This design comes from an exercise in tuning for small area on the open sky130 flow, not from production work.
In this exercise RTL edits were held to simulation tests only and were not proved equivalent to the original.
No activity file was given, so power comes from the tool's default toggle rates.

--- flow/design.v ---
module UCIE_ctl_CNTL (
	input 				i_rst_n,
	input 				i_fdi_lclk,
	input 		[3:0] 	i_fdi_lp_state_req,
	input 				i_fdi_lp_rx_active_sts,
	input				i_fdi_lp_linkerror,
	input 		[3:0] 	i_rdi_pl_state_sts,
	input 				i_rdi_pl_inband_pres,
	input 		[2:0] 	i_rdi_pl_speedmode,
	input 		[2:0] 	i_rdi_pl_lnk_cfg,
	input 				i_rdi_pl_phyinrecenter,
	input 				i_rdi_pl_error,
	input 				i_rdi_pl_cerror,
	input 				i_rdi_pl_nferror,
	input 				i_rdi_pl_trainerror,
	input  			 	i_csr_UCIe_Link_Control_Retrain,
	input 		[31:0] 	i_csr_ADVCAP,
	input 				i_tx_overflow,
	input 				i_rx_overflow,
	input 				i_sb_busy_flag,
	input 				i_sb_pl_valid,
	input 		[4:0] 	i_sb_pl_decode,
	input 		[31:0] 	i_sb_pl_adv_cap_val,
	input 				i_sb_src_error,
	input 				i_sb_dst_error,
	input 				i_sb_opcode_error,
	input 				i_sb_unsupported_message,
	input 				i_sb_parity_error,
	output reg 	[3:0] 	o_fdi_pl_state_sts,
	output reg 			o_fdi_pl_inband_pres,
	output 	 			o_fdi_pl_rx_active_req,
	output 	 	[2:0] 	o_fdi_pl_protocol,
	output 	 	[3:0] 	o_fdi_pl_protocol_flitfmt,
	output 	 			o_fdi_pl_protocol_vld,
	output 	 	[2:0]	o_fdi_pl_speedmode,
	output 	 	[2:0]	o_fdi_pl_lnk_cfg,
	output 				o_fdi_pl_error,
	output 				o_fdi_pl_cerror,
	output 				o_fdi_pl_nferror,
	output 				o_fdi_pl_phyinrecenter,
	output 				o_fdi_pl_trainerror,
	output reg 	[3:0] 	o_rdi_lp_state_req,
	output 	 			o_rdi_lp_linkerror,
	output reg 	[4:0]	o_sb_lp_decode,
	output 	 			o_sb_lp_valid,
	output 	 	[31:0]	o_sb_lp_adv_cap_val,
	output reg			o_csr_wr,
	output reg [7:0]	o_csr_addr,
	output reg [31:0] 	o_csr_wdata
);
	localparam [4:0] GR   = 5'b00000;	 
	localparam [4:0] RST  = 5'b00001;	 
	localparam [4:0] REQ  = 5'b00011;	 
	localparam [4:0] SEE  = 5'b00010;	 
	localparam [4:0] NF   = 5'b00110;	 
	localparam [4:0] ND   = 5'b00111;	 
	localparam [4:0] SSAR = 5'b00101;	 
	localparam [4:0] SARR = 5'b00100;	 
	localparam [4:0] WRX  = 5'b01100;	 
	localparam [4:0] ORX  = 5'b01101;	 
	localparam [4:0] SSAP = 5'b01111;	 
	localparam [4:0] ACT  = 5'b01110;	 
	localparam [4:0] PRR  = 5'b01010;	 
	localparam [4:0] RTR  = 5'b01011;	 
	localparam [4:0] PLE  = 5'b01001;	 
	localparam [4:0] LE   = 5'b01000;	 
	localparam [4:0] SLQ  = 5'b11000;	 
	localparam [4:0] SLP  = 5'b11001;	 
	localparam [4:0] PLR  = 5'b11011;	 
	localparam [4:0] LR   = 5'b11010;	 
	localparam [4:0] PAR  = 5'b11110;	 
	reg [4:0] cs, ns;
	wire s_gr   = (cs == GR);
	wire s_rst  = (cs == RST);
	wire s_req  = (cs == REQ);
	wire s_see  = (cs == SEE);
	wire s_nf   = (cs == NF);
	wire s_nd   = (cs == ND);
	wire s_ssar = (cs == SSAR);
	wire s_sarr = (cs == SARR);
	wire s_wrx  = (cs == WRX);
	wire s_orx  = (cs == ORX);
	wire s_ssap = (cs == SSAP);
	wire s_act  = (cs == ACT);
	wire s_prr  = (cs == PRR);
	wire s_rtr  = (cs == RTR);
	wire s_ple  = (cs == PLE);
	wire s_le   = (cs == LE);
	wire s_slq  = (cs == SLQ);
	wire s_slp  = (cs == SLP);
	wire s_plr  = (cs == PLR);
	wire s_lr   = (cs == LR);
	wire s_par  = (cs == PAR);
	reg [2:0] sts_q;		 
	reg       inb_q;		 
	reg       te_q;			 
	reg [1:0] prot_q;		 
	reg       fmt_q;		 
	reg [2:0] spd_q, cfg_q;	 
	reg       aux_q;		 
	reg       tx_q, rx_q;	 
	reg       tnop_q;		 
	reg       busy_q;		 
	reg       ent_q;		 
	reg [3:0] caps_q;		 
	reg [3:0] neg_q;		 
	reg [7:0] tcnt;			 
	wire les     = (i_rdi_pl_state_sts == 4'b1010);
	wire pl_rst  = (i_rdi_pl_state_sts == 4'b0000);
	wire pl_act  = (i_rdi_pl_state_sts == 4'b0001);
	wire pl_lr   = (i_rdi_pl_state_sts == 4'b1001);
	wire pl_rtr  = (i_rdi_pl_state_sts == 4'b1011);
	wire lp_nop  = (i_fdi_lp_state_req == 4'b0000);
	wire lp_act  = (i_fdi_lp_state_req == 4'b0001);
	wire lp_lr   = (i_fdi_lp_state_req == 4'b1001);
	wire lp_rtr  = (i_fdi_lp_state_req == 4'b1011);
	wire sb_cap  = i_sb_pl_valid & (i_sb_pl_decode == 5'b00000);
	wire sb_areq = i_sb_pl_valid & (i_sb_pl_decode == 5'b10101);
	wire sb_arsp = i_sb_pl_valid & (i_sb_pl_decode == 5'b11001);
	wire sb_lreq = i_sb_pl_valid & (i_sb_pl_decode == 5'b10111);
	wire sb_lrsp = i_sb_pl_valid & (i_sb_pl_decode == 5'b11011);
	wire cap_eq  = (i_csr_ADVCAP == i_sb_pl_adv_cap_val);
	wire sb_err  = i_sb_src_error | i_sb_dst_error | i_sb_opcode_error |
	               i_sb_parity_error | i_sb_unsupported_message;
	wire t_pre   = (tcnt[7:1] == 7'b1001011);
	wire tflag   = t_pre & tcnt[0];
	wire to      = tflag;
	wire sts_hold = s_req | s_ssar | s_sarr | s_wrx | s_orx | s_ssap | s_ple | s_slq | s_par;
	always @(*) begin
		if (sts_hold)               o_fdi_pl_state_sts = {sts_q[2], 1'b0, sts_q[1], sts_q[0]};
		else if (s_act | s_prr)     o_fdi_pl_state_sts = 4'b0001;
		else if (s_rtr)             o_fdi_pl_state_sts = 4'b1011;
		else if (s_le)              o_fdi_pl_state_sts = 4'b1010;
		else if (s_slp | s_plr | s_lr) o_fdi_pl_state_sts = 4'b1001;
		else                        o_fdi_pl_state_sts = 4'b0000;
	end
	always @(*) begin
		if (s_req | s_ple)
			o_fdi_pl_inband_pres = inb_q;
		else
			o_fdi_pl_inband_pres = s_nd | s_ssar | s_sarr | s_wrx | s_orx | s_ssap | s_act | s_prr | s_rtr;
	end
	wire te_i = s_nf | (s_ple & te_q);
	assign o_fdi_pl_rx_active_req = s_orx | s_ssap | s_act;
	assign o_fdi_pl_protocol_vld  = s_nd | s_ssar | s_sarr | s_wrx | s_orx | s_ssap | s_act | s_rtr | (s_req & sts_q[2]);
	wire phy_i = s_req | s_see | s_nf | s_nd | s_ssar | s_sarr | s_wrx | s_orx | s_ssap | s_prr | s_rtr;
	wire see_ok = s_see & cap_eq & sb_cap;
	wire [2:0] prot_sel = i_csr_ADVCAP[4] ? 3'b111 : i_csr_ADVCAP[3] ? 3'b100 : (i_csr_ADVCAP[1] | i_csr_ADVCAP[2]) ? 3'b101 : 3'b000;
	wire [1:0] prot_d = ((s_gr | see_ok) & prot_sel[2]) ? prot_sel[1:0] : s_nf ? 2'b00 : prot_q;
	assign o_fdi_pl_protocol = {prot_d[1], prot_d[0], prot_d[0]};
	wire fmt_d = (s_gr | s_see) ? 1'b1 : s_nf ? 1'b0 : fmt_q;
	assign o_fdi_pl_protocol_flitfmt = {3'b000, fmt_d};
	wire lnk_upd = s_see | s_act | s_prr | s_rtr;
	assign o_fdi_pl_speedmode = s_gr ? 3'b000 : lnk_upd ? i_rdi_pl_speedmode : spd_q;
	assign o_fdi_pl_lnk_cfg   = s_gr ? 3'b001 : lnk_upd ? i_rdi_pl_lnk_cfg   : cfg_q;
	wire req_act = s_req & (aux_q | (~sts_q[2] & ~sts_q[0] & i_rdi_pl_inband_pres));
	always @(*) begin
		if (s_prr | (s_rtr & aux_q))     o_rdi_lp_state_req = 4'b1011;
		else if (s_plr | (s_lr & aux_q)) o_rdi_lp_state_req = 4'b1001;
		else if (s_par | req_act)        o_rdi_lp_state_req = 4'b0001;
		else                             o_rdi_lp_state_req = 4'b0000;
	end
	assign o_rdi_lp_linkerror = s_ple | (s_le & aux_q);
	always @(*) begin
		case (1'b1)
			s_ssar:  o_sb_lp_decode = 5'b10101;
			s_ssap:  o_sb_lp_decode = 5'b11001;
			s_slq:   o_sb_lp_decode = 5'b10111;
			s_slp:   o_sb_lp_decode = 5'b11011;
			default: o_sb_lp_decode = 5'b00000;
		endcase
	end
	assign o_sb_lp_valid = s_see | s_ssar | s_ssap | s_slq | s_slp;
	assign o_sb_lp_adv_cap_val = s_see ? i_csr_ADVCAP : 32'd0;
	wire busy_edge = i_sb_busy_flag & ~busy_q;
	wire ent = (s_see | s_ssar | s_ssap | s_slq | s_slp) & (ent_q | busy_edge);
	wire [3:0] caps = s_gr ? 4'd0 : s_nd ? neg_q : caps_q;
	wire sts_is_act = (~sts_q[2] & sts_q[0] & s_slq) | s_act | s_prr;
	wire ld = (sts_is_act & (i_tx_overflow | i_rx_overflow)) | i_fdi_lp_linkerror | sb_err;
	wire to_par_exch = s_see & to;
	wire to_adapter  = (s_ssar | s_wrx | s_orx | s_slq) & to;
	wire to_sst      = (s_prr | s_plr | s_par) & to;
	reg tnop_d;
	always @(*) begin
		tnop_d = tnop_q;
		ns = cs;
		case (cs)
			GR: ns = RST;
			RST: begin
				if (les) ns = LE;
				else if (ld) ns = PLE;
				else if (sb_lreq) ns = SLP;
				else if (lp_lr & tnop_q) ns = SLQ;
				else begin
					if (i_rdi_pl_inband_pres | (lp_act & tnop_q)) ns = REQ;
					tnop_d = lp_nop & ~i_rdi_pl_inband_pres;
				end
			end
			REQ, SEE, SSAR, WRX, ORX, PRR, ND, SARR, SSAP, ACT, RTR: begin
				if (les) ns = LE;
				else if (ld | (to & (s_req | s_see | s_ssar | s_wrx | s_orx | s_prr))) ns = PLE;
				else if (sb_lreq) ns = SLP;
				else if (lp_lr) ns = SLQ;
				else case (cs)
					REQ:  if (pl_act) ns = inb_q ? SSAR : SEE;
					SEE:  if (sb_cap & ent_q | sb_cap & busy_edge) ns = cap_eq ? ND : NF;
					ND:   ns = lp_act ? SSAR : WRX;
					SSAR: if (i_sb_pl_valid & ent) begin
					          if (sb_areq & ~rx_q) ns = ORX;
					          else if (sb_arsp) ns = SARR;
					      end
					SARR: ns = rx_q ? ACT : WRX;
					WRX:  if (sb_areq) ns = ORX;
					      else if (lp_act & ~tx_q) ns = SSAR;
					ORX:  if (i_fdi_lp_rx_active_sts) ns = SSAP;
					SSAP: if (ent) begin
					          if (tx_q) ns = ACT;
					          else if (sb_arsp) ns = SARR;
					          else if (lp_act) ns = SSAR;
					      end
					ACT:  if (pl_rtr) ns = RTR;
					      else if (lp_rtr | i_csr_UCIe_Link_Control_Retrain | i_rdi_pl_error) ns = PRR;
					PRR:  if (pl_rtr) ns = RTR;
					RTR:  begin
					          if (lp_act & tnop_q) ns = REQ;
					          tnop_d = lp_nop;
					      end
					default: ;
				endcase
			end
			NF: ns = PLE;
			PLE: if (les) ns = LE;
			LE: begin
				if (pl_rst) ns = RST;
				else if (to & ~ld & lp_act) ns = PAR;
			end
			SLQ: begin
				if (les) ns = LE;
				else if (ld | to) ns = PLE;
				else if (ent) begin
					if (sb_lrsp) ns = PLR;
					else if (sb_lreq) ns = SLP;
				end
			end
			SLP: begin
				if (les) ns = LE;
				else if (ld) ns = PLE;
				else if (ent & pl_lr) ns = LR;
			end
			PLR: begin
				if (les) ns = LE;
				else if (ld | to) ns = PLE;
				else if (pl_lr) ns = LR;
			end
			LR: begin
				if (les) ns = LE;
				else if (ld) ns = PLE;
				else if (pl_rst) ns = RST;
				else if (lp_act) ns = PAR;
			end
			PAR: begin
				if (ld | to) ns = PLE;
				else if (sb_lreq) ns = SLP;
				else if (lp_lr) ns = SLQ;
				else if (pl_rst) ns = RST;
			end
			default: ns = GR;
		endcase
	end
	wire t_en = (s_req | s_see | s_ssar | s_wrx | s_orx | s_prr | s_le | s_slq | s_plr | s_par) & ~tflag;
	wire t_fire = t_pre & ~tcnt[0];
	wire t_zero = (tcnt == 8'd0);
	wire [7:0] t_inc = tcnt + 8'd1;
	always @(posedge i_fdi_lclk or negedge i_rst_n) begin
		if (!i_rst_n) begin
			cs <= GR;
			sts_q <= 3'b000; prot_q <= 2'b00; tnop_q <= 1'b0;
		end else begin
			cs <= ns;
			sts_q <= {o_fdi_pl_state_sts[3], o_fdi_pl_state_sts[1], o_fdi_pl_state_sts[0]};
			prot_q <= prot_d;
			tnop_q <= tnop_d;
		end
	end
	always @(posedge i_fdi_lclk) begin
			inb_q <= o_fdi_pl_inband_pres;
			te_q <= te_i;
			fmt_q <= fmt_d;
			spd_q <= o_fdi_pl_speedmode;
			cfg_q <= o_fdi_pl_lnk_cfg;
			aux_q <= (~les & (s_prr | s_plr | (s_rtr & aux_q & ~(lp_act & tnop_q)) | (s_lr & aux_q) |
			                  (s_req & (aux_q | ~(~sts_q[2] & ~sts_q[0] & i_rdi_pl_inband_pres))))) |
			         s_ple | (s_le & aux_q);
			tx_q <= s_sarr | (tx_q & ~(s_gr | s_rst | s_act));
			rx_q <= s_ssap | (rx_q & ~(s_gr | s_rst | s_act));
			busy_q <= i_sb_busy_flag;
			ent_q <= ent;
			caps_q <= caps;
			if (s_see) neg_q <= i_csr_ADVCAP[3:0];
			if (!t_en)
				tcnt <= 8'd0;
			else
				tcnt <= (t_zero & ~s_le) ? 8'd61 : t_inc;
	end
	assign o_fdi_pl_error         = i_rdi_pl_error;
	assign o_fdi_pl_cerror        = i_rdi_pl_cerror;
	assign o_fdi_pl_nferror       = i_rdi_pl_nferror;
	assign o_fdi_pl_trainerror    = i_rdi_pl_trainerror | te_i;
	assign o_fdi_pl_phyinrecenter = i_rdi_pl_phyinrecenter | phy_i;
	localparam [2:0] L_IDLE = 3'd0, L_LINK = 3'd1, L_INT = 3'd2, L_ADP = 3'd3, L_UNC = 3'd4, L_CLR = 3'd5;
	reg [2:0] ls, lns;
	reg q_err, q_cerr, q_nferr, q_trerr;
	reg [1:0] q_sbe;
	reg q_src, q_dst, q_opc, q_uns, q_par, q_tx, q_rx, q_phy;
	reg [2:0] l_cfg, l_spd;			 
	reg l_b17, l_b19, l_b20, l_b21, l_upd;
	reg [6:0] l_int;				 
	reg [5:0] l_unc;
	reg [1:0] l_adp;
	reg l_ertr;
	wire sb_corr = i_sb_pl_valid & (i_sb_pl_decode == 5'b11100);
	wire sb_nfat = i_sb_pl_valid & (i_sb_pl_decode == 5'b11101);
	wire sb_fat  = i_sb_pl_valid & (i_sb_pl_decode == 5'b11110);
	wire p_err   = i_rdi_pl_error   & ~q_err;
	wire p_cerr  = i_rdi_pl_cerror  & ~q_cerr;
	wire p_nferr = i_rdi_pl_nferror & ~q_nferr;
	wire p_inv   = te_i & ~te_q;
	wire p_trerr = o_fdi_pl_trainerror & ~q_trerr;
	wire p_corr  = sb_corr & ~(q_sbe == 2'b11);
	wire p_nfat  = sb_nfat & ~(q_sbe == 2'b01);
	wire p_fat   = sb_fat  & ~(q_sbe == 2'b10);
	wire p_src   = i_sb_src_error & ~q_src;
	wire p_dst   = i_sb_dst_error & ~q_dst;
	wire p_opc   = i_sb_opcode_error & ~q_opc;
	wire p_uns   = i_sb_unsupported_message & ~q_uns;
	wire p_par   = i_sb_parity_error & ~q_par;
	wire p_tx    = i_tx_overflow & ~q_tx;
	wire p_rx    = i_rx_overflow & ~q_rx;
	wire lnk_act   = s_act | s_prr | s_rtr;		 
	wire link_st   = lnk_act | (sts_hold & sts_q[0] & (~sts_q[2] | sts_q[1]));
	wire link_st_q = sts_q[0] & (~sts_q[2] | sts_q[1]);
	wire ertr      = s_rtr | (sts_hold & sts_q[2] & sts_q[1] & sts_q[0]);
	wire ertr_q    = sts_q[2] & sts_q[1] & sts_q[0];
	wire p_link    = link_st ^ link_st_q;
	wire p_ertr    = ertr & ~ertr_q;
	wire p_phy     = o_fdi_pl_phyinrecenter ^ q_phy;
	wire n_caps    = s_nd & (neg_q != caps_q) & (neg_q != 4'd0);	 
	wire n_cfg     = lnk_act & (i_rdi_pl_lnk_cfg != cfg_q);		 
	wire n_spd     = lnk_act & (i_rdi_pl_speedmode != spd_q);	 
	wire       u_upd = l_upd | n_caps | n_cfg | n_spd | p_link | p_phy;
	wire [2:0] u_cfg = n_cfg ? i_rdi_pl_lnk_cfg : l_cfg;
	wire [2:0] u_spd = n_spd ? i_rdi_pl_speedmode : l_spd;
	wire       u_b17 = l_b17 | p_link;
	wire       u_b19 = l_b19 | p_err | p_cerr | p_corr;
	wire       u_b20 = l_b20 | p_nferr;
	wire       u_b21 = l_b21 | p_trerr;
	wire [6:0] u_int = l_int | {p_rx, p_tx, p_par, p_uns, p_opc, p_dst, p_src};
	wire [5:0] u_unc = l_unc | {p_inv, p_nfat, p_fat, (p_src | p_dst | p_opc | p_par | p_uns | p_tx | p_rx), p_rx, to_adapter};
	wire [1:0] u_adp = l_adp | {to_sst, to_par_exch};
	wire       u_ertr = l_ertr | p_ertr;
	wire link_pend = u_upd | u_b19 | u_b20 | u_b21;
	wire int_pend  = |u_int;
	wire unc_pend  = |u_unc;
	wire adp_pend  = |u_adp;
	always @(*) begin
		case (ls)
			L_IDLE: lns = link_pend ? L_LINK : int_pend ? L_INT : unc_pend ? L_UNC : adp_pend ? L_ADP : u_ertr ? L_CLR : L_IDLE;
			L_LINK: lns = int_pend ? L_INT : unc_pend ? L_UNC : adp_pend ? L_ADP : L_IDLE;
			L_INT:  lns = link_pend ? L_LINK : unc_pend ? L_UNC : adp_pend ? L_ADP : L_IDLE;
			L_UNC:  lns = link_pend ? L_LINK : int_pend ? L_INT : adp_pend ? L_ADP : L_IDLE;
			L_ADP:  lns = link_pend ? L_LINK : int_pend ? L_INT : unc_pend ? L_UNC : L_IDLE;
			default: lns = L_IDLE;
		endcase
	end
	always @(*) begin
		o_csr_wr = 1'b1;
		o_csr_addr = 8'h00;
		o_csr_wdata = 32'd0;
		case (ls)
			L_CLR:  o_csr_addr = 8'h10;
			L_LINK: begin
				o_csr_addr = 8'h14;
				o_csr_wdata = {10'd0, u_b21, u_b20, u_b19, 1'b0, u_b17, o_fdi_pl_phyinrecenter, link_st,
				               1'b0, u_spd, 1'b0, u_cfg, 3'b000, caps};
			end
			L_INT: begin o_csr_addr = 8'h24; o_csr_wdata = {24'd0, u_int[6:5], 1'b0, u_int[4:0]}; end
			L_UNC: begin o_csr_addr = 8'h34; o_csr_wdata = {26'd0, u_unc}; end
			L_ADP: begin o_csr_addr = 8'h2c; o_csr_wdata = {30'd0, u_adp}; end
			default: o_csr_wr = 1'b0;
		endcase
	end
	always @(posedge i_fdi_lclk or negedge i_rst_n) begin
		if (!i_rst_n) begin
			ls <= L_IDLE;
			q_err <= 1'b0; q_cerr <= 1'b0; q_nferr <= 1'b0; q_trerr <= 1'b0;
			q_sbe <= 2'b00;
			q_src <= 1'b0; q_dst <= 1'b0; q_opc <= 1'b0; q_uns <= 1'b0; q_par <= 1'b0;
			q_tx <= 1'b0; q_rx <= 1'b0; q_phy <= 1'b0;
			l_cfg <= 3'd0; l_spd <= 3'd0;
			l_b17 <= 1'b0; l_b19 <= 1'b0; l_b20 <= 1'b0; l_b21 <= 1'b0; l_upd <= 1'b0;
			l_int <= 7'd0; l_unc <= 6'd0; l_adp <= 2'd0; l_ertr <= 1'b0;
		end else begin
			ls <= lns;
			q_err <= i_rdi_pl_error; q_cerr <= i_rdi_pl_cerror; q_nferr <= i_rdi_pl_nferror;
			q_trerr <= o_fdi_pl_trainerror;
			q_sbe <= {sb_corr | sb_fat, sb_corr | sb_nfat};
			q_src <= i_sb_src_error; q_dst <= i_sb_dst_error; q_opc <= i_sb_opcode_error;
			q_uns <= i_sb_unsupported_message; q_par <= i_sb_parity_error;
			q_tx <= i_tx_overflow; q_rx <= i_rx_overflow;
			q_phy <= o_fdi_pl_phyinrecenter;
			l_cfg <= u_cfg; l_spd <= u_spd;
			l_b17 <= u_b17 & (ls != L_LINK);
			l_b19 <= u_b19 & (ls != L_LINK);
			l_b20 <= u_b20 & (ls != L_LINK);
			l_b21 <= u_b21 & (ls != L_LINK);
			l_upd <= u_upd & (ls != L_LINK);
			l_int <= u_int & {7{ls != L_INT}};
			l_unc <= u_unc & {6{ls != L_UNC}};
			l_adp <= u_adp & {2{ls != L_ADP}};
			l_ertr <= u_ertr & (ls != L_CLR);
		end
	end
endmodule
--- flow/flow/run.sh ---
#!/bin/bash
set -euo pipefail
bash standard.sh finish \
  "BUFFER_PORTS_ARGS=-buffer_cell sky130_fd_sc_hd__buf_1" \
  "CTS_ARGS=-sink_clustering_enable -repair_clock_nets -buf_list sky130_fd_sc_hd__clkbuf_8 -dont_use_dummy_load" \
  > standard_flow.log 2>&1
--- flow/standard.sh ---
#!/bin/bash
# synth_recipe.tcl (not shown) runs the flow's synth.tcl, then flattens the netlist and writes it again
# the make line also repeats each setting of config.mk as NAME=value (left out here)
make -C /OpenROAD-flow-scripts/flow DESIGN_CONFIG=/design/flow/config.mk WORK_HOME=/design/flow/orfs CLKGATE_MAP_FILE= SYNTH_SCRIPT=/design/flow/synth_recipe.tcl "${@:-finish}"
--- flow/config.mk ---
export PLATFORM = sky130hd
export DESIGN_NAME = UCIE_ctl_CNTL
export DESIGN_NICKNAME = UCIE_ctl_CNTL
export VERILOG_FILES = /design/flow/design.v
export SDC_FILE = /design/flow/constraint.sdc
export NUM_CORES = 4
export LEC_CHECK = 0
export CAP_MARGIN = 20
export CORE_MARGIN = 2
export CORE_UTILIZATION = 40
export SLEW_MARGIN = 20
--- flow/constraint.sdc ---
create_clock -name core_clock -period 6.0 [get_ports {i_fdi_lclk}]
set_input_delay 1.2000 -clock core_clock [delete_from_list [all_inputs] [get_ports {i_fdi_lclk}]]
set_output_delay 1.2000 -clock core_clock [all_outputs]
set_load 0.01 [all_outputs]
==> results.json, run 1 <==
{
  "io_buffer_count": 189,
  "root_buffer": "clkbuf_8",
  "p_per_area_nw_per_um2": 406.6,
  "synth_cells": 795,
  "hold_ws_ns": 0.4869,
  "ys.flop_type": "dfrtp_1",
  "dp_hpwl_um": 16050,
  "critPathMaxFanout": 40,
  "syn_area_um2": 6344,
  "finalWorstSetupSlack_ns": 1.478,
  "worstMarginPinSlew_ns": 0.8939,
  "dr.pass1.iters": 5,
  "clock_sinks": 85,
  "grt_first_pass_wirelength_um": 31770,
  "ys_ff_latch": 85,
  "drive_gt1_share_pct": 4.942,
  "path_class": "reg -> out",
  "vias_per_cell": 5.479,
  "postRouteAntennaNets": 0,
  "hp-start": "fmt_q$_DFF_P_",
  "p_int_mw": 1.498,
  "grt_pass1_vias": 5790,
  "grt.total_usage_pct": 24.50,
  "die_h_um": 129.9,
  "grt_setup_unrepaired": "false",
  "gp_congestion": 0.9524,
  "antenna_cells": 0,
  "worstReg2RegStart": "cs[0]$_DFFE_PN0P_",
  "fin_crit_ns": 4.522,
  "status": "timing/DRC/antenna clean",
  "async_flop_share_pct": 64.71,
  "cts_buffers": 9,
  "required_ns": 4.80,
  "fin_setup_tns_ns": 0,
  "max-slew-margin-rel_pct": 39.95,
  "path_buf_inv": 3,
  "areaGrowthSynthToFinish_pct": 13.45,
  "num_rows": 46,
  "drt-initial-drc-count": 400,
  "ctsResizeCount": 0,
  "maxCapViolations": 0,
  "die_area_um2": 16880,
  "synth-edff-count": 4,
  "antenna_found_initial": 0,
  "synthDistinctLibCells": 84,
  "cts_buffer_depth": 2,
  "yosys_warnings": 1,
  "p_leak_nw": 2.752,
  "die_w_um": 129.9,
  "syn_area_per_cell_um2": 7.979,
  "vias": 6394,
  "hold_depth": 2,
  "r2r-end": "ls[0]$_DFF_PN0_",
  "final_nets": 1058,
  "utilization_pct": 45.80,
  "grt_overflow": 0,
  "reg2reg_depth": 8,
  "fp.coreArea_um2": 15710,
  "cp_slowest_cell": "dfrtp_1",
  "reg2reg_slack_ns": 2.18,
  "hold_viol_final": 0,
  "worstPathCellList": "buf_4 -> or2_2 -> nor3_2 -> buf_4 -> or2_2 -> mux2i_1 -> o21ai_0 -> buf_1",
  "htreeDepth": 3,
  "slew_violations": 0,
  "cts_tree": "yes",
  "p_comb_share_pct": 56.7,
  "finalSetupViolations": 0,
  "min_to": "fmt_q$_DFF_P_",
  "insertion_delay_ns": 0.39,
  "critPathMaxStageDelay_ns": 0.72,
  "postCtsSetupBuffers": 0,
  "cp-startpoint": "cs[2]$_DFFE_PN0P_",
  "vdd.ir_drop.worst_uv": 202.9,
  "boundaryPins": 212,
  "p_sw_mw": 1.429,
  "synth_seq_area_share_pct": 31.79,
  "cp_top_family": "simple AND/OR/NAND/NOR gates",
  "place_area_um2": 7073,
  "fin_skew_ns": 0.01959,
  "startpoint_type": "register",
  "clock_power_share_pct": 11.5,
  "swShare_pct": 48.82,
  "pre_cts_ws_ns": 1.770,
  "hold_class": "reg -> reg",
  "wl_um": 20670,
  "stdcell_area_um2": 7197,
  "max_clock_freq_mhz": 221.1,
  "hold_buffers": 0,
  "drc": 0,
  "clkSlewWorstSetupHoldPaths_ns": 0.08,
  "fin_crit_sh_pct": 75.37,
  "avgRoutedWirePerCell_um": 17.71,
  "cp_data_arrival_time_ns": 3.32,
  "end_kind": "primary output",
  "initial_core_util_pct": 40.37,
  "p_seq_share_pct": 31.8,
  "grt_max_degree": 56
}
==> power groups by stage <==
stage / Clock (mW) / Combinational (mW) / Sequential (mW)
finish: 0.335 / 1.66 / 0.931
floorplan: 0 / 1.26 / 0.833
CTS: 0.344 / 1.65 / 0.927
global route: 0.367 / 1.83 / 0.958
global placement: 0 / 1.64 / 0.936
detailed placement: 0 / 1.64 / 0.938
==> cell families (layout without fill, tap and decap cells) <==
family                   Yosys count  count (layout)  synth area share, %
other                              1              22              0.05911
AND/OR/NAND/NOR                  375             375                31.85
buffers and inverters             90             225                7.357
multiplexers                      22              22                3.826
adder cells (fa/ha/maj)            2               2               0.3944
flip-flops                        85              85                31.79
XOR/XNOR                          51              51                7.041
AO/OA/AOI/OAI                    169             169                17.67
==> flip-flops by register name (all words and copies together) (netlist names), 2 cells and up <==
| register | flops |
|---|---|
| caps_q | 4 |
| cfg_q | 3 |
| cs | 5 |
| l_adp | 2 |
| l_cfg | 3 |
| l_int | 7 |
| l_spd | 3 |
| l_unc | 6 |
| ls | 3 |
| neg_q | 4 |
| prot_q | 2 |
| q_sbe | 2 |
| spd_q | 3 |
| sts_q | 3 |
| tcnt | 8 |
==> worst max path at each step <==
stage | depth (start not counted) | slack, ns | to
global route | 9 | 1.27 | o_fdi_pl_protocol[2]
CTS | 8 | 1.45 | o_fdi_pl_lnk_cfg[0]
floorplan | 7 | 2.25 | o_fdi_pl_protocol[1]
finish | 8 | 1.48 | o_fdi_pl_lnk_cfg[0]
global placement | 9 | 1.80 | o_fdi_pl_protocol[2]
detailed placement | 9 | 1.77 | o_fdi_pl_protocol[2]
==> layer usage <==
layer / track usage [%] / up-vias / part of all wire [%]
li1: - / 3091 / -
met1: 34.18 / 3006 / 44
met2: 37.70 / 260 / 46
met3: 6.437 / 37 / 7.8
met4: 6.578 / 0 / 2.1
met5: 0 / - / 0
==> worst reg2reg max path: cells and delay by family, from the launching register on <==
kind | cells | cell delay, ns
buffers and inverters | 1 | 0.47
DFF | 1 | 0.77
AOI/OAI and AO/OA | 5 | 1.39
and+or+nand+nor | 2 | 1.03
==> area by class of cell <==
| cell class | instances | area (um2) |
|---|---|---|
| inverter | 19 | 71.32 |
| sequential | 85 | 2017 |
| clock buffer | 9 | 123.9 |
| fill | 1630 | 8516 |
| tap | 216 | 270.3 |
| multi-input combinational | 641 | 3944 |
| timing repair buffer | 197 | 770.7 |
==> through the flow <==
step / instances / power, mW
finish: 1167 / 2.926
global route: 1167 / 3.154
CTS: 1167 / 2.918
detailed placement: 1158 / 2.579
global placement: 1158 / 2.578
floorplan: 816 / 2.091
==> layout by cell type (no fill, tap or decap), drive strengths merged, types with 10 or more instances in the layout <==
cell type	count
buf	196
a21oi	40
and2	40
nand3	21
dfrtp	55
mux2i	13
nor4	21
nor2b	26
nor3	26
nand4	11
nand2b	15
o21ai	41
dfxtp	26
nor2	99
clkbuf	10
nand2	62
inv	17
xor2	42
conb	22
==> synthesized netlist by cell type (all sizes together), types with 8 or more instances <==
library cell  number  area share [%]
nor3              26             2.1
buf               45             4.7
xnor2              9             1.2
nand2             62             3.7
nand4             11             1.1
mux2i             13             2.1
o21ai             41             3.3
dfxtp             26             8.2
nand3             21             1.7
a21oi             40             3.2
a31oi              9            0.89
o31ai              9             1.1
o22ai              8            0.79
nor2              99             5.9
xor2              42             5.8
nor2b             26             2.6
nor4              21             2.3
nand2b            15             1.5
inv               17             1.0
mux2               9             1.8
and2              40             3.9
clkbuf            26             1.6
dfrtp             55              22
==> inputs of run 2 (changes only) <==
==> flow/flow/run.sh (replaced) <==
#!/bin/bash
# Layout flow: the standard synthesis, then the combinational logic between
# the (unchanged) registers is re-mapped by ABC with an area-oriented script,
# then the standard layout from floorplan on, with buf_1 port buffers and
# a clkbuf_8 clock tree without dummy loads.
set -euo pipefail
HERE=$(pwd)
RES=$HERE/orfs/results/sky130hd/UCIE_ctl_CNTL/base
LIB=$FLOW_HOME/platforms/sky130hd/lib/sky130_fd_sc_hd__tt_025C_1v80.lib
KNOBS=("BUFFER_PORTS_ARGS=-buffer_cell sky130_fd_sc_hd__buf_1"
       "CTS_ARGS=-sink_clustering_enable -repair_clock_nets -buf_list sky130_fd_sc_hd__clkbuf_8 -dont_use_dummy_load")

# 1. standard synthesis
bash standard.sh synth "${KNOBS[@]}" > standard_synth.log 2>&1
cp $RES/1_2_yosys.v std_1_2_yosys.v

# 2. re-map the combinational logic; registers and tie cells are kept as they are
DONT_USE=$(sed -n '/^export DONT_USE_CELLS/,/^$/p' $FLOW_HOME/platforms/sky130hd/config.mk \
           | grep -o 'sky130_fd_sc_hd__[a-z0-9_]*' | sed 's/^/-dont_use /' | tr '\n' ' ')
FF=$(grep -o 'sky130_fd_sc_hd__[a-z0-9_]*' std_1_2_yosys.v | sort -u | grep -E '__(df|edf|sdf|dl|conb)' | tr '\n' ' ')
cat > resyn.ys <<EOT
read_liberty -ignore_miss_func $LIB
blackbox $FF
read_verilog std_1_2_yosys.v
hierarchy -top $FLOW_TOP
flatten
opt -purge
abc -liberty $LIB $DONT_USE -script $HERE/flow/area.abc
opt_clean -purge
setundef -zero
splitnets
opt_clean -purge
hilomap -singleton -hicell sky130_fd_sc_hd__conb_1 HI -locell sky130_fd_sc_hd__conb_1 LO
insbuf -buf sky130_fd_sc_hd__buf_1 A X
opt_clean -purge
stat -liberty $LIB
write_verilog -noattr -nohex -nodec resyn_1_2_yosys.v
EOT
yosys -s resyn.ys > resyn_yosys.log 2>&1
cp resyn_1_2_yosys.v $RES/1_2_yosys.v
rm -f $RES/1_synth.odb $RES/1_synth.sdc

# 3. rest of the standard flow
bash standard.sh finish "${KNOBS[@]}" > standard_flow.log 2>&1
==> flow/flow/area.abc (new file) <==
strash
ifraig
dc2
dch -f
amap
topo
==> run 2 against run 1 <==
Power increased by 2.1%. Largest cell class unchanged. Critical endpoint is now o_fdi_pl_protocol[1]. Hold slack got worse by 0.039 ns. Clock skew increased by 0.0059 ns. Clock-buffer cell count unchanged. Critical path type unchanged. Highest routed layer unchanged. Global-route usage increased by 3.3 points.
==> results.json, run 2 <==
{
  "vdd.ir_drop.worst_uv": 138.0,
  "end_kind": "primary output",
  "critical_path.most_common_cell": "clkinv_1",
  "grt.total_usage_pct": 27.82,
  "hold_viol_final": 0,
  "vias_per_cell": 5.455,
  "p_total_mw": 2.987,
  "cts_buffer_depth": 2,
  "areaGrowthSynthToFinish_pct": 21.75,
  "dp_hpwl_um": 16020,
  "hold_buffers": 0,
  "required_ns": 4.80,
  "dr.pass1.iters": 6,
  "grt_max_degree": 56,
  "grt_overflow": 0,
  "die_h_um": 120.9,
  "stdcell_area_um2": 6660,
  "vias": 6464,
  "clkSlewWorstSetupHoldPaths_ns": 0.07,
  "io_buffer_count": 189,
  "fp.coreArea_um2": 13300,
  "syn_area_per_cell_um2": 6.872,
  "boundaryPins": 212,
  "postRouteAntennaNets": 0,
  "drt-initial-drc-count": 732,
  "avgRoutedWirePerCell_um": 17.21,
  "layout_common_cells": "205 x nor2_1, 188 x buf_1, 101 x clkinv_1, 59 x a21oi_1, 55 x dfrtp_1",
  "gp_congestion": 0.9944,
  "biggestRegsByFlops": "tcnt x8, l_int x7, l_unc x6",
  "yosys_warnings": 1,
  "maxCapViolations": 0,
  "startpoint_type": "register",
  "p_leak_nw": 2.436,
  "grt_setup_unrepaired": "false",
  "grt_first_pass_wirelength_um": 31350,
  "hold_class": "reg -> reg",
  "grt_pass1_vias": 6021,
  "placedCellCount": 1176,
  "final_nets": 1114,
  "fin_crit_ns": 5.466,
  "final_common_cell": "nor2_1",
  "cts_buffers": 9,
  "slew_violations": 0,
  "root_buffer": "clkbuf_8",
  "top_register": "tcnt",
  "max_clock_freq_mhz": 182.9,
  "max-slew-margin-rel_pct": 35.86,
  "fin_setup_tns_ns": 0,
  "critPathMaxStageDelay_ns": 0.45,
  "syn_area_um2": 5470,
  "status": "timing/DRC/antenna clean",
  "ctsResizeCount": 0,
  "fin_skew_ns": 0.02544,
  "antenna_found_initial": 0,
  "cp_top_family": "simple AND/OR/NAND/NOR gates",
  "antenna_cells": 0,
  "finalSetupViolations": 0,
  "place_area_um2": 6536,
  "worstPathCellList": "clkinv_1 -> nor2_1 -> buf_4 -> clkinv_1 -> nor2_1 -> clkinv_1 -> nor2_1 -> buf_4 -> clkinv_1 -> or4_1 -> or3_1 -> nor4_1 -> buf_4 -> clkinv_1 -> o21ai_0 -> o21ai_0 -> a21boi_0 -> o22ai_1 -> buf_1",
  "die_w_um": 120.9,
  "die_area_um2": 14630,
  "worstMarginPinSlew_ns": 0.9548,
  "cts_tree": "yes",
  "critPathMaxFanout": 7,
  "wl_um": 20390,
  "initial_core_util_pct": 41.14,
  "clock_sinks": 85,
  "path_buf_inv": 9,
  "drive_gt1_share_pct": 3.072,
  "path_class": "reg -> out",
  "postCtsSetupBuffers": 0,
  "instances_no_fill": 1185,
  "htreeDepth": 3,
  "num_rows": 42,
  "p_per_area_nw_per_um2": 448.4,
  "fin_crit_sh_pct": 91.11,
  "synth_cells": 796,
  "cp_slowest_cell": "or4_1",
  "insertion_delay_ns": 0.39,
  "cp_data_arrival_time_ns": 4.27,
  "drc": 0,
  "largest_reg_flops": 8
}
[run 2: changes by cell type in the layout (fill, tap and decap cells not counted), moves of 9 or more]
cell      delta
mux2i_1     -13
inv_1       -17
nand2b_1    -15
o21a_1       +9
nor2_1     +106
nor3_1      +16
and2_1      -40
a21oi_1     +19
xor2_1      -42
clkinv_1    +99
buf_4       +13
xnor2_1      -9
nand2_1     -12
[run 2: worst paths after layout]
check | startpoint | end | slack (ns) | cells after the start
setup / recovery | cs[1]$_DFFE_PN0P_ | o_fdi_pl_protocol[1] | 0.53 | 19
hold / removal | tcnt[0]$_SDFF_PN0_ | tcnt[0]$_SDFF_PN0_ | 0.45 | 1
setup reg to reg | cs[1]$_DFFE_PN0P_ | cs[0]$_DFFE_PN0P_ | 1.97 | 21
hold reg to reg | tcnt[0]$_SDFF_PN0_ | tcnt[0]$_SDFF_PN0_ | 0.45 | 1
max in group asynchronous | i_rst_n | cs[3]$_DFFE_PN0P_ | 4.55 | 2
min in group asynchronous | i_rst_n | sts_q[0]$_DFF_PN0_ | 0.96 | 2
[run 2: routing by layer]
metal	vias up	routed length, um	GRT usage [%]
li1	3165	-	-
met1	2901	8855	37.30
met2	337	9237	43.86
met3	61	1576	5.310
met4	0	720	11.56
met5	-	0	0
[run 2: worst register-to-register path, stage by stage (launching register included)]
cell and delay, ns:
dfrtp_1 0.37, clkinv_1 0.09, nor2_1 0.11, buf_4 0.18
clkinv_1 0.09, nor2_1 0.17, clkinv_1 0.19, nor2_1 0.21
clkinv_1 0.16, o21ai_0 0.32, a31oi_1 0.18, clkinv_1 0.16
nor2_1 0.10, o21ai_0 0.16, nor3_1 0.12, nand2_1 0.17
a31oi_1 0.09, a2111oi_0 0.33, buf_4 0.23, clkinv_1 0.14
a211oi_1 0.20, a32oi_1 0.13
[run 2: power breakdown]
part           leakage [nW]  internal, mW  switching, mW
clock                0.0647         0.135          0.206
combinational          1.47         0.566           1.20
sequential            0.897         0.762          0.114
total                  2.44          1.46           1.52
[run 2: metrics by stage]
step / utilization [%] / setup WS [ns] / hold slack (ns)
detailed placement: 49.16 / 0.5942 / 0.4374
floorplan: - / 0.1449 / 0.4086
finish: 50.09 / 0.5336 / 0.4477
global placement: 49.16 / 0.6821 / 0.4343
global route: 50.09 / 0.09521 / 0.4637
CTS: 50.09 / 0.4512 / 0.4496
[run 2: final cells by class]
cell class,count,area (um2)
multi-input cells,604,3052
clock buffers,9,123.9
inverters,101,379.1
repair buffers,210,868.3
well taps,176,220.2
flip-flops and latches,85,2017
fillers,1390,6635
==> inputs of run 3 (changes only) <==
==> flow/flow/area.abc (replaced) <==
strash
&get -n
&deepsyn -T 30
&put
dch -f
amap
--- a/flow/config.mk
+++ b/flow/config.mk
@@ -6,6 +6,7 @@
 export NUM_CORES = 4
 export LEC_CHECK = 0
-export CAP_MARGIN = 20
+export ABC_AREA = 1
+export CAP_MARGIN = 0
 export CORE_MARGIN = 2
 export CORE_UTILIZATION = 40
-export SLEW_MARGIN = 20
+export SLEW_MARGIN = 0
==> run 3 against run 2 <==
Hold slack lost 0.0085 ns. Clock skew grew 0.0022 ns. Highest routed layer unchanged. Synthesized cell count shrank 8.7%. Flip-flop and latch count is the same. Via count shrank 11%. Synthesized area shrank 7.4%. Sequential share of layout area grew 2.3 points. Still clean. Register-to-register slack lost 0.51 ns. Worst setup slack gained 0.61 ns. Critical path type unchanged. Routed wire length shrank 16%. Clock-buffer cell count is the same. First-iteration DRC count shrank 25%.
==> results.json, run 3 <==
{
  "hold_viol_final": 0,
  "reg2reg_depth": 18,
  "final_common_cell": "nor2_1",
  "p_leak_nw": 2.359,
  "ctsResizeCount": 0,
  "hold_class": "reg -> reg",
  "top_register": "tcnt",
  "pre_cts_ws_ns": 1.188,
  "drc": 0,
  "p_per_area_nw_per_um2": 429.6,
  "dp_hpwl_um": 13880,
  "die_area_um2": 13590,
  "grt_max_degree": 56,
  "fin_crit_ns": 4.860,
  "cts_tree": "yes",
  "cp_slowest_cell": "dfrtp_1",
  "path_class": "reg -> out",
  "hold_buffers": 0,
  "maxCapViolations": 0,
  "fp.coreArea_um2": 12520,
  "final_nets": 1036,
  "finalWorstSetupSlack_ns": 1.140,
  "r2r-end": "cs[1]$_DFFE_PN0P_",
  "layout_common_cells": "206 x nor2_1, 188 x buf_1, 123 x clkinv_1, 55 x dfrtp_1, 41 x nand2_1",
  "cts_buffer_depth": 2,
  "die_w_um": 116.6,
  "fin_setup_tns_ns": 0,
  "startpoint_type": "register",
  "biggestRegsByFlops": "tcnt x8, l_int x7, l_unc x6",
  "htreeDepth": 3,
  "syn_area_per_cell_um2": 6.970,
  "areaGrowthSynthToFinish_pct": 22.05,
  "finalSetupViolations": 0,
  "synth_cells": 727,
  "postRouteAntennaNets": 0,
  "slew_violations": 0,
  "worstReg2RegStart": "cs[3]$_DFFE_PN0P_",
  "dr.pass1.iters": 5,
  "vias": 5770,
  "vdd.ir_drop.worst_uv": 148.9,
  "initial_core_util_pct": 40.48,
  "yosys_warnings": 1,
  "reg2reg_slack_ns": 1.46,
  "clkSlewWorstSetupHoldPaths_ns": 0.08,
  "cp-startpoint": "cs[4]$_DFFE_PN0P_",
  "postCtsSetupBuffers": 0,
  "grt_first_pass_wirelength_um": 25920,
  "root_buffer": "clkbuf_8",
  "io_buffer_count": 189,
  "antenna_found_initial": 0,
  "status": "timing/DRC/antenna clean",
  "fin_skew_ns": 0.02761,
  "setup.worst_path.end": "o_fdi_pl_protocol[2]",
  "required_ns": 4.80,
  "critPathMaxFanout": 33,
  "num_rows": 41,
  "end_kind": "primary output",
  "wl_um": 17110,
  "insertion_delay_ns": 0.38,
  "antenna_cells": 0,
  "cp_data_arrival_time_ns": 3.66,
  "worstPathCellList": "clkinv_1 -> buf_4 -> nand2_1 -> nor3_1 -> clkinv_1 -> nor2_1 -> clkinv_1 -> buf_4 -> nor3_1 -> nand4_1 -> o21a_1 -> a211oi_1 -> nor3b_1 -> nor2_1 -> nor2_1 -> buf_1",
  "clock_sinks": 85,
  "boundaryPins": 212,
  "largest_reg_flops": 8,
  "n_fill_cell": 1356,
  "cts_buffers": 9,
  "syn_area_um2": 5067,
  "vias_per_cell": 5.231,
  "max_clock_freq_mhz": 205.8,
  "die_h_um": 116.6,
  "grt_overflow": 0,
  "fin_crit_sh_pct": 81.00,
  "worstMarginPinSlew_ns": 0.7282,
  "critPathMaxStageDelay_ns": 0.52,
  "max-slew-margin-rel_pct": 51.27,
  "avgRoutedWirePerCell_um": 15.51,
  "grt.total_usage_pct": 25.07,
  "drive_gt1_share_pct": 2.363,
  "drt-initial-drc-count": 547,
  "grt_pass1_vias": 5031,
  "grt_setup_unrepaired": "false",
  "gp_congestion": 0.9271
}
[run 3: cell count changes in the layout (fill, tap and decap cells not counted), sizes merged, moves of 9 or more]
cell | previous run | this run
o21ai | 45 | 29
a21oi | 59 | 32
nor3 | 40 | 27
o22ai | 16 | 29
nor2b | 34 | 11
clkinv | 101 | 123
buf | 209 | 200
nand2 | 50 | 41
[run 3: metrics by stage]
| step | utilization, % | total power [mW] | std cells | instance area (um2) | hold slack, ns |
|---|---|---|---|---|---|
| after detailed placement | 48.42 | 2.338 | 1094 | 6061 | 0.4231 |
| after global routing | 49.41 | 2.892 | 1103 | 6185 | 0.5141 |
| final | 49.41 | 2.657 | 1103 | 6185 | 0.4392 |
| after CTS | 49.41 | 2.663 | 1103 | 6185 | 0.4418 |
| after global placement | 48.42 | 2.331 | 1094 | 6061 | 0.4240 |
| after floorplan | - | 1.813 | 748 | 5146 | 0.4095 |
[run 3: layer usage]
| layer | wire [um] | vias to the layer above | track usage, % |
|---|---|---|---|
| met4 | 356 | 0 | 8.706 |
| met3 | 1399 | 29 | 4.152 |
| li1 | - | 2835 | - |
| met1 | 7691 | 2635 | 35.01 |
| met5 | 0 | - | 0 |
| met2 | 7665 | 271 | 39.53 |
[run 3: where the power goes]
group	internal [mW]	switching (mW)	total, mW
combinational	0.475	0.994	1.47
clock	0.134	0.188	0.322
sequential	0.756	0.110	0.866
total	1.37	1.29	2.66
[run 3: critical path, delay by kind of cell (launching register included)]
family	cells	cell delay (ns)
AND/OR/NAND/NOR	8	1.26
AO/OA/AOI/OAI	2	0.51
buffers and inverters	6	1.01
flip-flops	1	0.52
[run 3: final cells by class]
class / instances / area (um2) / share of cell area, %
multi-input cells: 513 / 2566 / 41.49
flip-flops and latches: 85 / 2017 / 32.61
repair buffers: 201 / 800.8 / 12.95
inverters: 123 / 461.7 / 7.465
well taps: 172 / 215.2 / 3.480
clock buffers: 9 / 123.9 / 2.003
[run 3: worst min-delay path by stage]
stage / start / endpoint / slack [ns] / cells past startpoint
after detailed placement: tcnt[0]$_SDFF_PN0_ / tcnt[0]$_SDFF_PN0_ / 0.42 / 1
final: tcnt[0]$_SDFF_PN0_ / tcnt[0]$_SDFF_PN0_ / 0.44 / 1
after global routing: tcnt[0]$_SDFF_PN0_ / tcnt[0]$_SDFF_PN0_ / 0.51 / 1
after global placement: tcnt[0]$_SDFF_PN0_ / tcnt[0]$_SDFF_PN0_ / 0.42 / 1
after CTS: tcnt[0]$_SDFF_PN0_ / tcnt[0]$_SDFF_PN0_ / 0.44 / 1
after floorplan: tcnt[0]$_SDFF_PN0_ / tcnt[0]$_SDFF_PN0_ / 0.41 / 1
==> inputs of run 4 (changes only) <==
--- a/flow/flow/run.sh
+++ b/flow/flow/run.sh
@@ -9,4 +9,5 @@
 LIB=$FLOW_HOME/platforms/sky130hd/lib/sky130_fd_sc_hd__tt_025C_1v80.lib
 KNOBS=("BUFFER_PORTS_ARGS=-buffer_cell sky130_fd_sc_hd__buf_1"
+       "SKIP_REPAIR_TIE_FANOUT=1"
        "CTS_ARGS=-sink_clustering_enable -repair_clock_nets -buf_list sky130_fd_sc_hd__clkbuf_8 -dont_use_dummy_load")
 
==> run 4 against run 3 <==
Sequential share of layout area is 0.42 points higher. Synthesized area stayed put. Hold slack improved by 0.0068 ns. Cell area down 1.3%. Largest cell class unchanged. Highest routed layer unchanged. Routed wire length shrank 0.36%. Die area unchanged. Register-to-register slack better by 0.12 ns. Power is essentially flat.
==> results.json, run 4 <==
{
  "fin_skew_ns": 0.03680,
  "startpoint_type": "input port",
  "syn_area_per_cell_um2": 6.970,
  "syn_area_um2": 5067,
  "final_common_cell": "nor2_1",
  "drive_gt1_share_pct": 2.418,
  "p_comb_share_pct": 55.0,
  "fp.coreArea_um2": 12520,
  "required_ns": 4.80,
  "p_per_area_nw_per_um2": 434.9,
  "clock_power_share_pct": 12.1,
  "insertion_delay_ns": 0.39,
  "instances_no_fill": 1082,
  "reg2reg_depth": 17,
  "max-slew-margin-rel_pct": 52.69,
  "drt-initial-drc-count": 548,
  "reg2reg_slack_ns": 1.58,
  "hold_depth": 1,
  "maxCapViolations": 0,
  "hold_viol_final": 0,
  "path_class": "in -> out",
  "wl_um": 17050,
  "vdd.ir_drop.worst_uv": 163.9,
  "root_buffer": "clkbuf_8",
  "fin_crit_ns": 4.908,
  "cts_buffer_depth": 2,
  "avgRoutedWirePerCell_um": 15.76,
  "grt.total_usage_pct": 25.00,
  "yosys_warnings": 1,
  "die_area_um2": 13590,
  "die_h_um": 116.6,
  "grt_overflow": 0,
  "hold_class": "reg -> reg",
  "hold_ws_ns": 0.4460,
  "dr.pass1.iters": 5,
  "min_to": "tcnt[0]$_SDFF_PN0_",
  "biggestRegsByFlops": "tcnt x8, l_int x7, l_unc x6",
  "postRouteAntennaNets": 0,
  "die_w_um": 116.6,
  "grt_setup_unrepaired": "false",
  "grt_pass1_vias": 5008,
  "vias": 5685,
  "grt_max_degree": 56,
  "p_int_mw": 1.366,
  "cts_buffers": 9,
  "clkSlewWorstSetupHoldPaths_ns": 0.06,
  "antenna_found_initial": 0,
  "fin_crit_sh_pct": 81.81,
  "grt_first_pass_wirelength_um": 26120,
  "p_seq_share_pct": 32.9,
  "max_clock_freq_mhz": 203.7,
  "worstMarginPinSlew_ns": 0.7096,
  "clock_sinks": 85,
  "top_register": "tcnt",
  "n_fill_cell": 1355,
  "hold_buffers": 0,
  "r2r-end": "cs[1]$_DFFE_PN0P_",
  "antenna_cells": 0,
  "fin_setup_tns_ns": 0,
  "hp-start": "tcnt[0]$_SDFF_PN0_",
  "placedCellCount": 1073,
  "cts_tree": "yes",
  "postCtsSetupBuffers": 0,
  "cp_data_arrival_time_ns": 3.71,
  "slew_violations": 0,
  "p_sw_mw": 1.289,
  "initial_core_util_pct": 40.48,
  "stdcell_area_um2": 6106,
  "critPathMaxFanout": 3,
  "end_kind": "primary output",
  "drc": 0,
  "gp_congestion": 1.001,
  "swShare_pct": 48.54,
  "status": "timing/DRC/antenna clean",
  "dp_hpwl_um": 13720,
  "largest_reg_flops": 8,
  "place_area_um2": 5982,
  "boundaryPins": 212,
  "worstReg2RegStart": "cs[1]$_DFFE_PN0P_",
  "num_rows": 41,
  "layout_common_cells": "206 x nor2_1, 188 x buf_1, 123 x clkinv_1, 55 x dfrtp_1, 41 x nand2_1",
  "synth_cells": 727,
  "io_buffer_count": 189,
  "finalSetupViolations": 0,
  "ctsResizeCount": 0,
  "p_leak_nw": 2.291,
  "htreeDepth": 3,
  "areaGrowthSynthToFinish_pct": 20.49,
  "final_nets": 1015,
  "vias_per_cell": 5.254
}
run 4: worst max-delay path by stage:
stage,startpoint,to
6_report,i_csr_ADVCAP[0],o_fdi_pl_protocol[0]
4_1_cts,i_csr_ADVCAP[0],o_fdi_pl_protocol[1]
3_5_place_dp,i_csr_ADVCAP[0],o_fdi_pl_protocol[1]
2_1_floorplan,cs[1]$_DFFE_PN0P_,o_fdi_pl_protocol[1]
3_3_place_gp,i_csr_ADVCAP[0],o_fdi_pl_protocol[2]
5_1_grt,i_csr_ADVCAP[0],o_fdi_pl_protocol[2]
run 4: metrics by stage:
step | power, mW | util [%] | setup slack [ns]
after floorplan | 1.813 | - | 1.348
after global placement | 2.332 | 47.79 | 1.294
after detailed placement | 2.325 | 47.79 | 1.133
after CTS | 2.649 | 48.78 | 1.111
after global routing | 2.874 | 48.78 | 0.8363
final | 2.655 | 48.78 | 1.092
run 4: per-layer routing:
| layer | global-route usage (%) | vias up | wire length, um |
|---|---|---|---|
| met3 | 4.307 | 28 | 1184 |
| met1 | 36.35 | 2550 | 8154 |
| met4 | 8.784 | 0 | 337 |
| met2 | 37.52 | 291 | 7375 |
| met5 | 0 | - | 0 |
| li1 | - | 2816 | - |
run 4: power by group through the flow:
stage | Clock, mW | Combinational [mW] | Sequential (mW)
after floorplan | 0 | 0.966 | 0.848
after global placement | 0 | 1.45 | 0.884
after detailed placement | 0 | 1.44 | 0.883
after CTS | 0.327 | 1.45 | 0.874
after global routing | 0.351 | 1.63 | 0.895
final | 0.322 | 1.46 | 0.873
run 4: final cells by class:
type / count / area [um2] / area share, %
clock buffers: 9 / 123.9 / 2.029
flip-flops and latches: 85 / 2017 / 33.03
repair buffers: 201 / 800.8 / 13.11
multi-input cells: 492 / 2487 / 40.74
well taps: 172 / 215.2 / 3.525
inverters: 123 / 461.7 / 7.561
run 4: critical path, stage by stage:
cell       delay (ns)
buf_1            0.11
clkinv_1         0.13
a22o_1           0.22
a221o_1          0.26
a2111oi_0        0.33
nand4_1          0.17
nor3_1           0.18
nand4_1          0.17
o21a_1           0.24
a211oi_1         0.30
nor2_1           0.07
o21ai_0          0.16
buf_1            0.19
==> inputs of run 5 (changes only) <==
--- a/flow/flow/run.sh
+++ b/flow/flow/run.sh
@@ -9,6 +9,5 @@
 LIB=$FLOW_HOME/platforms/sky130hd/lib/sky130_fd_sc_hd__tt_025C_1v80.lib
 KNOBS=("BUFFER_PORTS_ARGS=-buffer_cell sky130_fd_sc_hd__buf_1"
-       "SKIP_REPAIR_TIE_FANOUT=1"
-       "CTS_ARGS=-sink_clustering_enable -repair_clock_nets -buf_list sky130_fd_sc_hd__clkbuf_8 -dont_use_dummy_load")
+       "CTS_ARGS=-sink_clustering_enable -repair_clock_nets -buf_list sky130_fd_sc_hd__clkbuf_8 -dont_use_dummy_load -sink_clustering_size 22")
 
 # 1. standard synthesis
==> run 5 against run 4 <==
Still clean on timing, DRC and antenna. Flip-flop and latch count stayed put. Clock power about the same. Core utilization is 0.63 points higher. Hold slack worse by 0.0068 ns. Clock-buffer cell count is the same. Power is essentially flat. First-iteration DRC count shrank 0.18%. Sequential power down 0.8%. Largest cell class unchanged. Highest routed layer unchanged.
==> results.json, run 5 <==
{
  "yosys_warnings": 1,
  "num_rows": 41,
  "grt.total_usage_pct": 25.07,
  "hold_ws_ns": 0.4392,
  "root_buffer": "clkbuf_8",
  "grt_pass1_vias": 5031,
  "grt_setup_unrepaired": "false",
  "reg2reg_slack_ns": 1.46,
  "syn_area_um2": 5067,
  "cts_buffer_depth": 2,
  "critPathMaxFanout": 33,
  "worstReg2RegStart": "cs[3]$_DFFE_PN0P_",
  "required_ns": 4.80,
  "cp-startpoint": "cs[4]$_DFFE_PN0P_",
  "status": "timing/DRC/antenna clean",
  "areaGrowthSynthToFinish_pct": 22.05,
  "final_nets": 1036,
  "drt-initial-drc-count": 547,
  "die_w_um": 116.6,
  "postCtsSetupBuffers": 0,
  "p_leak_nw": 2.359,
  "syn_area_per_cell_um2": 6.970,
  "max_clock_freq_mhz": 205.8,
  "worstMarginPinSlew_ns": 0.7282,
  "largest_reg_flops": 8,
  "grt_first_pass_wirelength_um": 25920,
  "final_common_cell": "nor2_1",
  "antenna_found_initial": 0,
  "layout_common_cells": "206 x nor2_1, 188 x buf_1, 123 x clkinv_1, 55 x dfrtp_1, 41 x nand2_1",
  "drc": 0,
  "hold_buffers": 0,
  "path_buf_inv": 6,
  "utilization_pct": 49.41,
  "hold_class": "reg -> reg",
  "vias": 5770,
  "insertion_delay_ns": 0.38,
  "fin_setup_tns_ns": 0,
  "p_per_area_nw_per_um2": 429.6,
  "biggestRegsByFlops": "tcnt x8, l_int x7, l_unc x6",
  "regArea_um2": 2017,
  "wl_um": 17110,
  "clock_sinks": 85,
  "cp_slowest_cell": "dfrtp_1",
  "startpoint_type": "register",
  "end_kind": "primary output",
  "initial_core_util_pct": 40.48,
  "worstPathCellList": "clkinv_1 -> buf_4 -> nand2_1 -> nor3_1 -> clkinv_1 -> nor2_1 -> clkinv_1 -> buf_4 -> nor3_1 -> nand4_1 -> o21a_1 -> a211oi_1 -> nor3b_1 -> nor2_1 -> nor2_1 -> buf_1",
  "dr.pass1.iters": 5,
  "io_buffer_count": 189,
  "fin_skew_ns": 0.02761,
  "cp_top_family": "simple AND/OR/NAND/NOR gates",
  "die_h_um": 116.6,
  "avgRoutedWirePerCell_um": 15.51,
  "postRouteAntennaNets": 0,
  "cts_tree": "yes",
  "grt_max_degree": 56,
  "setup.worst_path.end": "o_fdi_pl_protocol[2]",
  "path_class": "reg -> out",
  "boundaryPins": 212,
  "vdd.ir_drop.worst_uv": 148.9,
  "vias_per_cell": 5.231,
  "multi_input_area_um2": 2566,
  "fin_crit_sh_pct": 81.00,
  "drive_gt1_share_pct": 2.363,
  "fp.coreArea_um2": 12520,
  "grt_overflow": 0,
  "cp_data_arrival_time_ns": 3.66,
  "die_area_um2": 13590,
  "finalSetupViolations": 0,
  "cp.depth": 16,
  "slew_violations": 0,
  "r2r-end": "cs[1]$_DFFE_PN0P_",
  "p_total_mw": 2.657,
  "reg2reg_depth": 18,
  "top_register": "tcnt",
  "synth_cells": 727,
  "n_fill_cell": 1356,
  "critPathMaxStageDelay_ns": 0.52,
  "htreeDepth": 3,
  "gp_congestion": 0.9271,
  "dp_hpwl_um": 13880,
  "cts_buffers": 9,
  "hold_depth": 1,
  "antenna_cells": 0,
  "clkSlewWorstSetupHoldPaths_ns": 0.08,
  "ctsResizeCount": 0,
  "max-slew-margin-rel_pct": 51.27,
  "maxCapViolations": 0,
  "hold_viol_final": 0,
  "fin_crit_ns": 4.860
}
==> run 5: where the power goes <==
part,internal [mW],total [mW],switching [mW],leakage (nW)
logic,0.475,1.47,0.994,1.39
clock network,0.134,0.322,0.188,0.0647
registers,0.756,0.866,0.110,0.905
==> run 5: per-layer routing <==
| metal | vias up | wire (um) | track usage, % |
|---|---|---|---|
| met5 | - | 0 | 0 |
| met4 | 0 | 356 | 8.706 |
| met3 | 29 | 1399 | 4.152 |
| met2 | 271 | 7665 | 39.53 |
| met1 | 2635 | 7691 | 35.01 |
| li1 | 2835 | - | - |
==> run 5: worst min path at each step <==
stage	start	to
2_1_floorplan	tcnt[0]$_SDFF_PN0_	tcnt[0]$_SDFF_PN0_
3_3_place_gp	tcnt[0]$_SDFF_PN0_	tcnt[0]$_SDFF_PN0_
3_5_place_dp	tcnt[0]$_SDFF_PN0_	tcnt[0]$_SDFF_PN0_
4_1_cts	tcnt[0]$_SDFF_PN0_	tcnt[0]$_SDFF_PN0_
5_1_grt	tcnt[0]$_SDFF_PN0_	tcnt[0]$_SDFF_PN0_
6_report	tcnt[0]$_SDFF_PN0_	tcnt[0]$_SDFF_PN0_
==> run 5: area by class of cell <==
type                    count  area share, %
repair buffers            201          12.95
flip-flops and latches     85          32.61
well taps                 172          3.480
inverters                 123          7.465
clock buffers               9          2.003
multi-input cells         513          41.49
==> run 5: metrics by stage <==
step | cell area, um2 | std cells | setup WS, ns
floorplan | 5146 | 748 | 1.348
global placement | 6061 | 1094 | 1.286
detailed placement | 6061 | 1094 | 1.188
CTS | 6185 | 1103 | 1.160
global route | 6185 | 1103 | 0.8117
finish | 6185 | 1103 | 1.140

[afterwards: timing with drivers on the ports]
The flow's constraints put no driver on any port. The routed layouts listed below were extracted and timed again, unchanged, in two steps. Step 1: set_driving_cell puts a clkbuf_16 on i_fdi_lclk and a buf_2 on each other input, an assumption about the parent block. Step 2 also shifts input and output timing later by t, the mid clock arrival at the registers, as if the neighbouring blocks saw the same clock. Three values: ideal, step 1, step 2; two values: the first two.
run | shift t [ns] | setup WS [ns] | hold slack, ns
run 1 | 0.417 | 1.478 / 1.438 / 1.778 | 0.487 / 0.487 / 0.487
run 2 | 0.408 | 0.534 / 0.499 / 0.616 | 0.448 / 0.448 / 0.448
run 3 | 0.401 | 1.140 / 1.105 / 1.159 | 0.439 / 0.439 / 0.439
run 4 | 0.405 | 1.092 / 1.049 / 1.049 | 0.446 / 0.446 / 0.446
run 5 | 0.401 | 1.140 / 1.105 / 1.159 | 0.439 / 0.439 / 0.439
After both steps every run listed still meets setup and hold. For run 4, which loses most, drivers alone change the setup slack by -0.043 ns; drivers and shift together by -0.043 ns.
